Source: an optimization exercise on an open RTL-to-GDS flow (aim: small area, a short achievable clock period and few clock cycles). Production flows keep margins and buffers that such runs may drop.
Where RTL was checked, it was by simulation tests only, not by an equivalence proof against the original.
Power is estimated from default activity; no workload was simulated.

## raven
==> module np_read_req_gen, before the edit <==
module np_read_req_gen(
    input         clk,
    input         rst,
    input         transferstart,
    input         rd_dma_start_one,
    input  [63:0] dmaras,
    input  [31:0] dmarad,
    input  [31:0] dmarxs,
    input         rd_TX_des_start_one,
    input  [63:0] TX_des_addr,
    input  [2:0]  read_req_size,
    input  [15:0] req_id,
    input  [31:0] completion_pending,
    output        ready,
    output        non_posted_fifo_wren,
    output [63:0] non_posted_fifo_data,
    output [4:0]  tx_waddr,
    output [31:0] tx_wdata,
    output        tx_we
    );
function [11:0] add11(input [10:0] x, input [10:0] y, input cin);
    reg [10:0] g, p, G, P;
    integer l, i, j;
    begin
        g = x & y;
        p = x ^ y;
        G = g;
        P = p;
        G[0] = g[0] | (p[0] & cin);
        for (l = 0; l < 4; l = l + 1)
            for (i = 0; i < 11; i = i + 1)
                if (i & (1 << l)) begin
                    j = ((i >> l) << l) - 1;
                    G[i] = G[i] | (P[i] & G[j]);
                    P[i] = P[i] & P[j];
                end
        add11 = {G[10], p ^ {G[9:0], cin}};
    end
endfunction
function [51:0] pand52(input [51:0] x);
    reg [51:0] s;
    integer l, i, j;
    begin
        s = x;
        for (l = 0; l < 6; l = l + 1)
            for (i = 0; i < 52; i = i + 1)
                if (i & (1 << l)) begin
                    j = ((i >> l) << l) - 1;
                    s[i] = s[i] & s[j];
                end
        pand52 = s;
    end
endfunction
function le11(input [10:0] x, input [10:0] y);
    reg [11:0] r;
    begin
        r = add11(y, ~x, 1'b1);    
        le11 = r[11];
    end
endfunction
reg        rdy, s_calc, s_w1, s_w2;
reg        des;           
reg        last;          
reg        ok;            
reg        fmt;           
reg        inc;           
reg [63:2] a;             
reg [27:2] d;             
reg [31:2] n;             
reg [12:2] fkb;           
reg [12:2] L;             
reg [4:0]  T;             
reg        wren;
reg [63:0] data;
wire start_dma = rdy & rd_dma_start_one;
wire start_des = rdy & rd_TX_des_start_one;
wire fire1 = s_w1 & ok;   
wire [12:2] R = 11'd1 << ({1'b0, read_req_size} + 4'd5);
reg nR, FR;
integer k;
always @(*) begin
    nR = 1'b0;
    FR = 1'b0;
    for (k = 0; k < 6; k = k + 1)
        if (read_req_size == k) begin
            nR = ((n & ~((30'd2 << (k + 5)) - 30'd1)) == 30'd0)
               & (((n & (30'd1 << (k + 5))) == 30'd0) | ((n & ((30'd1 << (k + 5)) - 30'd1)) == 30'd0));
            FR = ((fkb & ~((11'd2 << (k + 5)) - 11'd1)) == 11'd0)
               & (((fkb & (11'd1 << (k + 5))) == 11'd0) | ((fkb & ((11'd1 << (k + 5)) - 11'd1)) == 11'd0));
        end
end
wire nF = (n[31:13] == 19'd0) & le11(n[12:2], fkb);
wire lst = nR & nF;
wire [12:2] Lnx = lst ? n[12:2] : (FR ? fkb : R);
wire s_calc_d = ~rst & start_dma;
wire s_w1_d = ~rst & (start_des | (transferstart & (s_calc | (s_w1 & ~ok) | (s_w2 & ~last))));
wire s_w2_d = ~rst & fire1;
wire rdy_d = rst | (rdy & ~rd_dma_start_one & ~rd_TX_des_start_one)
           | (~transferstart & (s_calc | (s_w1 & ~ok))) | (s_w2 & (last | ~transferstart));
wire [12:2] L_d = (start_des | des) ? 11'd8 : Lnx;    
wire [4:0] T_d = T + {4'd0, s_w2};
wire ok_d = ~completion_pending[T_d];
wire [12:2] Lw2 = L & {11{s_w2}};
wire [11:0] lo_sum = add11({1'b0, a[11:2]}, {1'b0, Lw2[11:2]}, 1'b0);
wire [11:0] lo_cy = add11({1'b0, a[11:2]}, {1'b0, L[11:2]}, 1'b0);
wire inc_w2 = inc & s_w2;
wire [51:0] hi_all = pand52(a[63:12]);
wire [63:12] hi_sum = a[63:12] ^ ({hi_all[50:0], 1'b1} & {52{inc_w2}});
wire c32 = inc_w2 & hi_all[19];
wire [63:0] ld_addr = rd_dma_start_one ? dmaras : TX_des_addr;
wire ld_fmt = |ld_addr[63:32];
wire start = start_dma | start_des;
wire fmt_d = start ? ld_fmt : c32 ? ~hi_all[51] : fmt;
wire [11:0] d_lo = add11(d[12:2], Lw2, 1'b0);
wire [14:0] d_hiall = pand52({37'd0, d[27:13]});
wire [27:13] d_hi = d[27:13] ^ ({d_hiall[13:0], 1'b1} & {15{d_lo[11]}});
wire [12:2] Lw1 = L & {11{fire1}};
wire [11:0] n_lo = add11(n[12:2], ~Lw1, 1'b1);            
wire [18:0] n_hiz = pand52({33'd0, ~n[31:13]});
wire [31:13] n_hi = n[31:13] ^ ({n_hiz[17:0], 1'b1} & {19{~n_lo[11]}});
wire [11:0] f_lo = add11(fkb, ~Lw1, 1'b1);
wire [11:0] f0 = add11(11'd0, {1'b0, ~dmaras[11:2]}, 1'b1);  
wire [63:0] word1_d = {1'b0, 1'b0, fmt_d, 5'b0, 1'b0, 3'b0, 4'b0, 1'b0, 1'b0, 2'b00, 2'b00,
                       L_d[11:2], req_id, 3'b000, T_d, 4'hF, 4'hF};
wire [63:0] word2_d = fmt ? {a[63:2], 2'b00} : {a[31:2], 2'b00, 32'h0};
always @(posedge clk) begin
    rdy <= rdy_d;
    s_calc <= s_calc_d;
    s_w1 <= s_w1_d;
    s_w2 <= s_w2_d;
    wren <= s_w2_d | (s_w1_d & ok_d);
    data <= fire1 ? word2_d : word1_d;
    T <= T_d;
    ok <= ok_d;
    L <= L_d;
    last <= lst | start_des | des | (s_w1 & ~transferstart);
    fmt <= fmt_d;
    inc <= lo_cy[10] | L[12];
    des <= start_des | (des & ~start_dma);
    a <= start ? ld_addr[63:2] : {hi_sum, lo_sum[9:0]};
    d <= start_dma ? dmarad[27:2] : {d_hi, d_lo[10:0]};
    n <= start_dma ? dmarxs[31:2] : {n_hi, n_lo[10:0]};
    fkb <= start_dma ? f0[10:0] : (f_lo[10:0] == 11'd0) ? 11'd1024 : f_lo[10:0];
end
assign ready = rdy;
assign non_posted_fifo_wren = wren;
assign non_posted_fifo_data = data;
assign tx_we = s_w2;
assign tx_waddr = T;
assign tx_wdata = {des, 9'b0, d[27:6]};
endmodule
==> flow/config.mk <==
export PLATFORM = sky130hd
export DESIGN_NAME = np_read_req_gen
export DESIGN_NICKNAME = np_read_req_gen
export VERILOG_FILES = /design/flow/design.v
export SDC_FILE = /design/flow/constraint.sdc
export NUM_CORES = 4
export LEC_CHECK = 0
export CAP_MARGIN = 20
export CORE_MARGIN = 2
export CORE_UTILIZATION = 40
export PLACE_DENSITY = 0.6
export SLEW_MARGIN = 20
==> flow/constraint.sdc <==
create_clock -name core_clock -period 4.5 [get_ports {clk}]
set_input_delay 0.9000 -clock core_clock [delete_from_list [all_inputs] [get_ports {clk}]]
set_output_delay 0.9000 -clock core_clock [all_outputs]
set_load 0.01 [all_outputs]
standard.sh (not shown) runs the stock make flow with config.mk's settings and CLKGATE_MAP_FILE= SYNTH_SCRIPT=/design/flow/synth_recipe.tcl, a recipe that flattens the netlist after the stock synthesis.
==> flow/flow/run.sh <==
#!/bin/bash
# Standard layout, with small drive-2 buffers on the ports instead of the default delay buffers.
set -euo pipefail
export BUFFER_PORTS_ARGS="-buffer_cell sky130_fd_sc_hd__buf_2"
bash standard.sh > standard_flow.log 2>&1
Edits applied to the flow inputs when going from raven to amber:
--- a/flow/design.v
+++ b/flow/design.v
@@ -70,5 +70,7 @@
 reg [31:2] n;             
 reg [12:2] fkb;           
-reg [12:2] L;             
+reg [12:2] LA;            
+reg [12:2] LB;            
+reg [5:0]  rsh;           
 reg [4:0]  T;             
 reg        wren;
@@ -76,20 +78,13 @@
 wire start_dma = rdy & rd_dma_start_one;
 wire start_des = rdy & rd_TX_des_start_one;
+wire start = start_dma | start_des;
 wire fire1 = s_w1 & ok;   
-wire [12:2] R = 11'd1 << ({1'b0, read_req_size} + 4'd5);
-reg nR, FR;
-integer k;
-always @(*) begin
-    nR = 1'b0;
-    FR = 1'b0;
-    for (k = 0; k < 6; k = k + 1)
-        if (read_req_size == k) begin
-            nR = ((n & ~((30'd2 << (k + 5)) - 30'd1)) == 30'd0)
-               & (((n & (30'd1 << (k + 5))) == 30'd0) | ((n & ((30'd1 << (k + 5)) - 30'd1)) == 30'd0));
-            FR = ((fkb & ~((11'd2 << (k + 5)) - 11'd1)) == 11'd0)
-               & (((fkb & (11'd1 << (k + 5))) == 11'd0) | ((fkb & ((11'd1 << (k + 5)) - 11'd1)) == 11'd0));
-        end
-end
-wire nF = (n[31:13] == 19'd0) & le11(n[12:2], fkb);
+wire [12:2] R = {rsh, 5'd0};
+wire [10:0] m_lo = {rsh, 5'd0} - 11'd1;
+wire [10:0] m_hi = ~(m_lo | {rsh, 5'd0});
+wire n_hz = ~|n[31:13];
+wire nR = n_hz & ~|(n[12:2] & m_hi) & (~|(n[12:2] & R) | ~|(n[12:2] & m_lo));
+wire FR = ~|(fkb & m_hi) & (~|(fkb & R) | ~|(fkb & m_lo));
+wire nF = n_hz & le11(n[12:2], fkb);
 wire lst = nR & nF;
 wire [12:2] Lnx = lst ? n[12:2] : (FR ? fkb : R);
@@ -99,26 +94,23 @@
 wire rdy_d = rst | (rdy & ~rd_dma_start_one & ~rd_TX_des_start_one)
            | (~transferstart & (s_calc | (s_w1 & ~ok))) | (s_w2 & (last | ~transferstart));
-wire [12:2] L_d = (start_des | des) ? 11'd8 : Lnx;    
+wire [12:2] L_d = (start_des | des) ? 11'd8 : Lnx;
 wire [4:0] T_d = T + {4'd0, s_w2};
 wire ok_d = ~completion_pending[T_d];
-wire [12:2] Lw2 = L & {11{s_w2}};
-wire [11:0] lo_sum = add11({1'b0, a[11:2]}, {1'b0, Lw2[11:2]}, 1'b0);
-wire [11:0] lo_cy = add11({1'b0, a[11:2]}, {1'b0, L[11:2]}, 1'b0);
-wire inc_w2 = inc & s_w2;
+wire fire1_d = s_w1_d & ok_d;
+wire [11:0] lo_sum = add11({1'b0, a[11:2]}, {1'b0, LB[11:2]}, 1'b0);
+wire [11:0] lo_cy = add11({1'b0, a[11:2]}, {1'b0, LA[11:2]}, 1'b0);
 wire [51:0] hi_all = pand52(a[63:12]);
-wire [63:12] hi_sum = a[63:12] ^ ({hi_all[50:0], 1'b1} & {52{inc_w2}});
-wire c32 = inc_w2 & hi_all[19];
+wire [63:12] hi_sum = a[63:12] ^ ({hi_all[50:0], 1'b1} & {52{inc}});
+wire c32 = inc & hi_all[19];
 wire [63:0] ld_addr = rd_dma_start_one ? dmaras : TX_des_addr;
 wire ld_fmt = |ld_addr[63:32];
-wire start = start_dma | start_des;
 wire fmt_d = start ? ld_fmt : c32 ? ~hi_all[51] : fmt;
-wire [11:0] d_lo = add11(d[12:2], Lw2, 1'b0);
+wire [11:0] d_lo = add11(d[12:2], LB, 1'b0);
 wire [14:0] d_hiall = pand52({37'd0, d[27:13]});
 wire [27:13] d_hi = d[27:13] ^ ({d_hiall[13:0], 1'b1} & {15{d_lo[11]}});
-wire [12:2] Lw1 = L & {11{fire1}};
-wire [11:0] n_lo = add11(n[12:2], ~Lw1, 1'b1);            
+wire [11:0] n_lo = add11(n[12:2], ~LA, 1'b1);            
 wire [18:0] n_hiz = pand52({33'd0, ~n[31:13]});
 wire [31:13] n_hi = n[31:13] ^ ({n_hiz[17:0], 1'b1} & {19{~n_lo[11]}});
-wire [11:0] f_lo = add11(fkb, ~Lw1, 1'b1);
+wire [11:0] f_lo = add11(fkb, ~LA, 1'b1);
 wire [11:0] f0 = add11(11'd0, {1'b0, ~dmaras[11:2]}, 1'b1);  
 wire [63:0] word1_d = {1'b0, 1'b0, fmt_d, 5'b0, 1'b0, 3'b0, 4'b0, 1'b0, 1'b0, 2'b00, 2'b00,
@@ -130,17 +122,19 @@
     s_w1 <= s_w1_d;
     s_w2 <= s_w2_d;
-    wren <= s_w2_d | (s_w1_d & ok_d);
+    wren <= s_w2_d | fire1_d;
     data <= fire1 ? word2_d : word1_d;
     T <= T_d;
     ok <= ok_d;
-    L <= L_d;
+    LA <= fire1_d ? L_d : 11'd0;
+    LB <= LA;
     last <= lst | start_des | des | (s_w1 & ~transferstart);
     fmt <= fmt_d;
-    inc <= lo_cy[10] | L[12];
+    inc <= lo_cy[10] | LA[12];
     des <= start_des | (des & ~start_dma);
+    rsh <= 6'd1 << read_req_size;
     a <= start ? ld_addr[63:2] : {hi_sum, lo_sum[9:0]};
     d <= start_dma ? dmarad[27:2] : {d_hi, d_lo[10:0]};
     n <= start_dma ? dmarxs[31:2] : {n_hi, n_lo[10:0]};
-    fkb <= start_dma ? f0[10:0] : (f_lo[10:0] == 11'd0) ? 11'd1024 : f_lo[10:0];
+    fkb <= start_dma ? f0[10:0] : (fkb == LA) ? 11'd1024 : f_lo[10:0];
 end
 assign ready = rdy;
--- outcome ---
Looking at relative slew slack, amber sits 7.5 points lower than raven does. Final total power on amber is behind raven. Per the comparison of amber with raven, post-route cell area has increased; minimum setup slack in the final design rose by 0.28 ns; total CTS buffers +7.7%; post-synthesis to final-layout area growth climbed 0.20 points; register-to-register slack +0.28 ns. The worst setup path startpoint comes out s_w1 in one run and s_w2 in the other, namely in raven and amber respectively. Sort amber and raven by logic gate share of total power asc -> top: amber.
Function was not checked in any run of this note: the RTL went through the layout flow alone.

---

The RTL this note starts from:
==> flow/design.v <==
`timescale 1ns / 1ps
module np_read_req_gen(
    input         clk,
    input         rst,
    input         transferstart,
    input         rd_dma_start_one,
    input  [63:0] dmaras,
    input  [31:0] dmarad,
    input  [31:0] dmarxs,
    input         rd_TX_des_start_one,
    input  [63:0] TX_des_addr,
    input  [2:0]  read_req_size,
    input  [15:0] req_id,
    input  [31:0] completion_pending,
    output        ready,
    output        non_posted_fifo_wren,
    output [63:0] non_posted_fifo_data,
    output [4:0]  tx_waddr,
    output [31:0] tx_wdata,
    output        tx_we
    );
function [11:0] add11(input [10:0] x, input [10:0] y, input cin);
    reg [10:0] g, p, G, P;
    integer l, i, j;
    begin
        g = x & y;
        p = x ^ y;
        G = g;
        P = p;
        G[0] = g[0] | (p[0] & cin);
        for (l = 0; l < 4; l = l + 1)
            for (i = 0; i < 11; i = i + 1)
                if (i & (1 << l)) begin
                    j = ((i >> l) << l) - 1;
                    G[i] = G[i] | (P[i] & G[j]);
                    P[i] = P[i] & P[j];
                end
        add11 = {G[10], p ^ {G[9:0], cin}};
    end
endfunction
function [51:0] pand52(input [51:0] x);
    reg [51:0] s;
    integer l, i, j;
    begin
        s = x;
        for (l = 0; l < 6; l = l + 1)
            for (i = 0; i < 52; i = i + 1)
                if (i & (1 << l)) begin
                    j = ((i >> l) << l) - 1;
                    s[i] = s[i] & s[j];
                end
        pand52 = s;
    end
endfunction
function le11(input [10:0] x, input [10:0] y);
    reg [11:0] r;
    begin
        r = add11(y, ~x, 1'b1);    
        le11 = r[11];
    end
endfunction
reg        rdy, s_calc, s_w1, s_w2;
reg        des;           
reg        last;          
reg        ok;            
reg        fmt;           
reg [63:2] a;             
reg [27:2] d;             
reg [31:2] n;             
reg        nhz;           
reg [12:2] fkb;           
reg [12:2] LA;            
reg [12:2] LB;            
reg        inc, dinc;     
reg [5:0]  rsh;           
reg [4:0]  T;             
reg [4:0]  T1;            
reg [5:0]  blk;           
reg        wren;
reg        w2f, w2n;      
wire start_dma = rdy & rd_dma_start_one;
wire start_des = rdy & rd_TX_des_start_one;
wire start = start_dma | start_des;
wire fire1 = s_w1 & ok;   
wire [12:2] R = {rsh, 5'd0};
wire [10:0] m_lo = {|rsh[5:5], |rsh[5:4], |rsh[5:3], |rsh[5:2], |rsh[5:1], 5'b11111};
wire [10:0] m_hi = {|rsh[4:0], |rsh[3:0], |rsh[2:0], |rsh[1:0], rsh[0], 6'b0};
wire nR = nhz & ~|(n[12:2] & m_hi) & (~|(n[12:2] & R) | ~|(n[12:2] & m_lo));
wire FR = ~|(fkb & m_hi) & (~|(fkb & R) | ~|(fkb & m_lo));
wire nF = nhz & le11(n[12:2], fkb);
wire lst = nR & nF;
wire [12:2] Lnx = lst ? n[12:2] : (FR ? fkb : R);
wire s_calc_d = ~rst & start_dma;
wire s_w1_d = ~rst & (start_des | (transferstart & (s_calc | (s_w1 & ~ok) | (s_w2 & ~last))));
wire s_w2_d = ~rst & fire1;
wire rdy_d = rst | (rdy & ~rd_dma_start_one & ~rd_TX_des_start_one)
           | (~transferstart & (s_calc | (s_w1 & ~ok))) | (s_w2 & (last | ~transferstart));
wire [12:2] L_d = (start_des | des) ? 11'd8 : Lnx;
wire [4:0] T_d = s_w2 ? T1 : T;
wire ok_d = ~completion_pending[T_d];
wire fire1_d = s_w1_d & ok_d;
wire [11:0] lo_sum = add11({1'b0, a[11:2]}, {1'b0, LB[11:2]}, 1'b0);
wire [11:0] a_cy = add11({1'b0, a[11:2]}, {1'b0, LA[11:2]}, 1'b0);    
wire [5:0] blk_d = {&a[63:56], &a[55:48], &a[47:40], &a[39:32], &a[31:22], &a[21:12]};
wire [5:0] bcin = {&blk[4:0], &blk[3:0], &blk[2:0], &blk[1:0], blk[0], 1'b1};    
reg [63:12] bpre;    
integer bi;
always @(*) begin
    for (bi = 12; bi < 64; bi = bi + 1)
        if (bi == 12 || bi == 22 || bi == 32 || bi == 40 || bi == 48 || bi == 56)
            bpre[bi] = 1'b1;
        else
            bpre[bi] = bpre[bi-1] & a[bi-1];
end
wire [63:12] hcy = bpre & {{8{bcin[5]}}, {8{bcin[4]}}, {8{bcin[3]}}, {8{bcin[2]}}, {10{bcin[1]}}, {10{bcin[0]}}};
wire [63:12] hi_sum = a[63:12] ^ (hcy & {52{inc}});
wire c32 = inc & blk[0] & blk[1];
wire hi_ones = &blk[5:2];    
wire [63:0] ld_addr = rd_dma_start_one ? dmaras : TX_des_addr;
wire ld_fmt = rd_dma_start_one ? |dmaras[63:32] : |TX_des_addr[63:32];
wire fmt_d = start ? ld_fmt : ((|a[63:32]) & ~(c32 & hi_ones)) | (c32 & ~hi_ones);
wire [11:0] d_lo = add11(d[12:2], LB, 1'b0);
wire [11:0] d_cy = add11(d[12:2], LA, 1'b0);    
wire [14:0] d_hiall = pand52({37'd0, d[27:13]});
wire [27:13] d_hi = d[27:13] ^ ({d_hiall[13:0], 1'b1} & {15{dinc}});
wire [11:0] n_lo = add11(n[12:2], ~LA, 1'b1);            
wire [18:0] n_hiz = pand52({33'd0, ~n[31:13]});
wire [31:13] n_hi = n[31:13] ^ ({n_hiz[17:0], 1'b1} & {19{~n_lo[11]}});
wire n_is1 = n[13] & ~|n[31:14];
wire nhz_d = start_dma ? ~|dmarxs[31:13] : n_lo[11] ? nhz : n_is1;
wire [11:0] f_lo = add11(fkb, ~LA, 1'b1);
wire [11:0] f0 = add11(11'd0, {1'b0, ~dmaras[11:2]}, 1'b1);  
always @(posedge clk) begin
    rdy <= rdy_d;
    s_calc <= s_calc_d;
    s_w1 <= s_w1_d;
    s_w2 <= s_w2_d;
    wren <= s_w2_d | fire1_d;
    w2f <= fire1 & fmt;
    w2n <= fire1 & ~fmt;
    T <= rst ? 5'd0 : T_d;
    T1 <= rst ? 5'd1 : T_d + 5'd1;
    blk <= blk_d;
    ok <= ok_d;
    LA <= fire1_d ? L_d : 11'd0;
    LB <= LA;
    inc <= a_cy[10] | LA[12];
    dinc <= d_cy[11];
    last <= lst | start_des | des | (s_w1 & ~transferstart);
    fmt <= fmt_d;
    des <= start_des | (des & ~start_dma);
    rsh <= 6'd1 << read_req_size;
    a <= start ? ld_addr[63:2] : {hi_sum, lo_sum[9:0]};
    d <= start_dma ? dmarad[27:2] : {d_hi, d_lo[10:0]};
    n <= start_dma ? dmarxs[31:2] : {n_hi, n_lo[10:0]};
    nhz <= nhz_d;
    fkb <= start_dma ? f0[10:0] : (fkb == LA) ? 11'd1024 : f_lo[10:0];
end
assign ready = rdy;
assign non_posted_fifo_wren = wren;
assign non_posted_fifo_data[63]    = (s_w2 & a[63]) | (w2n & a[31]);
assign non_posted_fifo_data[62]    = (s_w2 & a[62]) | (w2n & a[30]);
assign non_posted_fifo_data[61]    = (s_w2 & a[61]) | (w2n & a[29]) | (s_w1 & fmt);
assign non_posted_fifo_data[60:42] = ({19{s_w2}} & a[60:42]) | ({19{w2n}} & a[28:10]);
assign non_posted_fifo_data[41:34] = ({8{s_w2}} & a[41:34]) | ({8{w2n}} & a[9:2]) | LA[11:4];
assign non_posted_fifo_data[33:32] = ({2{s_w2}} & a[33:32]) | LA[3:2];
assign non_posted_fifo_data[31:16] = ({16{w2f}} & a[31:16]) | ({16{s_w1}} & req_id);
assign non_posted_fifo_data[15:13] = {3{w2f}} & a[15:13];
assign non_posted_fifo_data[12:8]  = ({5{w2f}} & a[12:8]) | ({5{s_w1}} & T);
assign non_posted_fifo_data[7:2]   = ({6{w2f}} & a[7:2]) | {6{s_w1}};
assign non_posted_fifo_data[1:0]   = {2{s_w1}};
assign tx_we = s_w2;
assign tx_waddr = T;
assign tx_wdata = {des, 9'b0, d[27:6]};
endmodule
==> flow/config.mk <==
export PLATFORM = sky130hd
export DESIGN_NAME = np_read_req_gen
export DESIGN_NICKNAME = np_read_req_gen
export VERILOG_FILES = /design/flow/design.v
export SDC_FILE = /design/flow/constraint.sdc
export NUM_CORES = 4
export LEC_CHECK = 0
export CAP_MARGIN = 20
export CORE_MARGIN = 2
export CORE_UTILIZATION = 55
export PLACE_DENSITY = 0.7
export SETUP_SLACK_MARGIN = 2.0
export SLEW_MARGIN = 20
==> flow/constraint.sdc <==
create_clock -name core_clock -period 4.5 [get_ports {clk}]
set_input_delay 0.9000 -clock core_clock [delete_from_list [all_inputs] [get_ports {clk}]]
set_output_delay 0.9000 -clock core_clock [all_outputs]
set_load 0.01 [all_outputs]
==> flow/flow/run.sh <==
#!/bin/bash
# Layout flow: the standard flow (standard.sh) with two changes.
#  1. Synthesis runs the standard script (synth_recipe.tcl) except that ABC maps with
#     flow/abc_delay.script (delay-driven) and adders are not pre-mapped to ripple
#     full/half-adder cells (ADDER_MAP_FILE empty). The registers, their names and cell
#     types are the same as in the standard synthesis.
#  2. Ports get sky130_fd_sc_hd__buf_1 buffers instead of the default delay-buffer cell.
# Each tool's output goes to a log file in this folder (synth.log, standard_flow.log) and
# ORFS's own logs under orfs/logs.
set -euo pipefail
here=$(pwd)
sed 's|^source \$::env(SCRIPTS_DIR)/synth.tcl$|source '"$here"'/flow/synth_delay.tcl|' synth_recipe.tcl > synth_delay_top.tcl
grep -q 'flow/synth_delay.tcl' synth_delay_top.tcl
sed 's|SYNTH_SCRIPT=[^ ]*|SYNTH_SCRIPT='"$here"'/synth_delay_top.tcl|' standard.sh > standard_delay.sh
grep -q 'synth_delay_top.tcl' standard_delay.sh
MY_ABC_SCRIPT=$here/flow/abc_delay.script ADDER_MAP_FILE= bash standard_delay.sh synth > synth.log 2>&1
export BUFFER_PORTS_ARGS="-buffer_cell sky130_fd_sc_hd__buf_1"
bash standard.sh > standard_flow.log 2>&1
==> flow/flow/abc_delay.script <==
strash
dch
map -D 1500
buffer -p
upsize -D 1500
dnsize -D 1500
stime -p
==> flow/flow/synth_delay.tcl <==
# ORFS's synth.tcl, with its ABC call given flow/abc_delay.script (a delay-driven mapping)
# in place of the platform's default ABC script. Everything else is unchanged.
set f [open $::env(SCRIPTS_DIR)/synth.tcl]
set txt [read $f]
close $f
set old {log_cmd abc {*}$abc_args}
if {[string first $old $txt] < 0} { error "synth_delay.tcl: ABC call not found in synth.tcl" }
set txt [string map [list $old {log_cmd abc -script $::env(MY_ABC_SCRIPT) {*}[lrange $abc_args 2 end]}] $txt]
uplevel #0 $txt
The baseline went through all stages and came out clean.
Rerun with:
--- a/flow/design.v
+++ b/flow/design.v
@@ -73,9 +73,8 @@
 reg [12:2] LB;            
 reg        inc, dinc;     
 reg [5:0]  rsh;           
 reg [4:0]  T;             
-reg [4:0]  T1;            
 reg [5:0]  blk;           
 reg        wren;
 reg        w2f, w2n;      
 wire start_dma = rdy & rd_dma_start_one;
@@ -95,9 +94,9 @@
 wire s_w2_d = ~rst & fire1;
 wire rdy_d = rst | (rdy & ~rd_dma_start_one & ~rd_TX_des_start_one)
            | (~transferstart & (s_calc | (s_w1 & ~ok))) | (s_w2 & (last | ~transferstart));
 wire [12:2] L_d = (start_des | des) ? 11'd8 : Lnx;
-wire [4:0] T_d = s_w2 ? T1 : T;
+wire [4:0] T_d = T + {4'd0, s_w2};
 wire ok_d = ~completion_pending[T_d];
 wire fire1_d = s_w1_d & ok_d;
 wire [11:0] lo_sum = add11({1'b0, a[11:2]}, {1'b0, LB[11:2]}, 1'b0);
 wire [11:0] a_cy = add11({1'b0, a[11:2]}, {1'b0, LA[11:2]}, 1'b0);    
@@ -116,9 +115,9 @@
 wire [63:12] hi_sum = a[63:12] ^ (hcy & {52{inc}});
 wire c32 = inc & blk[0] & blk[1];
 wire hi_ones = &blk[5:2];    
 wire [63:0] ld_addr = rd_dma_start_one ? dmaras : TX_des_addr;
-wire ld_fmt = rd_dma_start_one ? |dmaras[63:32] : |TX_des_addr[63:32];
+wire ld_fmt = |ld_addr[63:32];
 wire fmt_d = start ? ld_fmt : ((|a[63:32]) & ~(c32 & hi_ones)) | (c32 & ~hi_ones);
 wire [11:0] d_lo = add11(d[12:2], LB, 1'b0);
 wire [11:0] d_cy = add11(d[12:2], LA, 1'b0);    
 wire [14:0] d_hiall = pand52({37'd0, d[27:13]});
@@ -138,9 +137,8 @@
     wren <= s_w2_d | fire1_d;
     w2f <= fire1 & fmt;
     w2n <= fire1 & ~fmt;
     T <= rst ? 5'd0 : T_d;
-    T1 <= rst ? 5'd1 : T_d + 5'd1;
     blk <= blk_d;
     ok <= ok_d;
     LA <= fire1_d ? L_d : 11'd0;
     LB <= LA;
After rerunning: The new run passed the timing, DRC and antenna checks; clock skew is about the same; worst hold slack degrades by 0.020 ns; total power drops by 11%; routed wire length is about the same; non-clock buffer count fell by 1.
Testbench counts after the change, summed over its fixed seeds: cycles 52,910.
The RTL of the first run of this note was laid out without a check of its function.

port drivers added, routing unchanged:
How much do the figures lean on ideal ports? The routed layouts below were timed once more, with nothing changed but the port constraints.
Step 1, drivers: a clkbuf_16 drives clk and a buf_2 each remaining input, both assumed.
Step 2 also shifts input and output timing later by t, the mid clock arrival at the registers, as if the neighbouring blocks saw the same clock.
a / b / c = no drivers / after step 1 / after step 2; a / b = the first two.
run | t, ns | setup WS [ns] | hold slack, ns | latest minus earliest clock arrival (ns) | worst data-port slew with drivers (ns)
raven | 0.578 | 0.813 / 0.813 / 0.813 | 0.483 / 0.483 / 0.483 | 0.025 / 0.024 | 0.08
amber | 0.592 | 1.097 / 1.097 / 1.097 | 0.392 / 0.392 / 0.392 | 0.017 / 0.016 | 0.08
the first run of note 2 | 0.481 | 2.035 / 1.985 / 1.697 | 0.441 / 0.441 / 0.441 | 0.018 / 0.017 | 0.08
the second run of note 2 | 0.478 | 1.975 / 1.926 / 1.675 | 0.420 / 0.420 / 0.420 | 0.014 / 0.014 | 0.08
After both steps setup and hold are still met in every run listed. For the first run of note 2, which loses most, drivers alone change the setup slack by -0.050 ns; drivers and shift together by -0.338 ns.
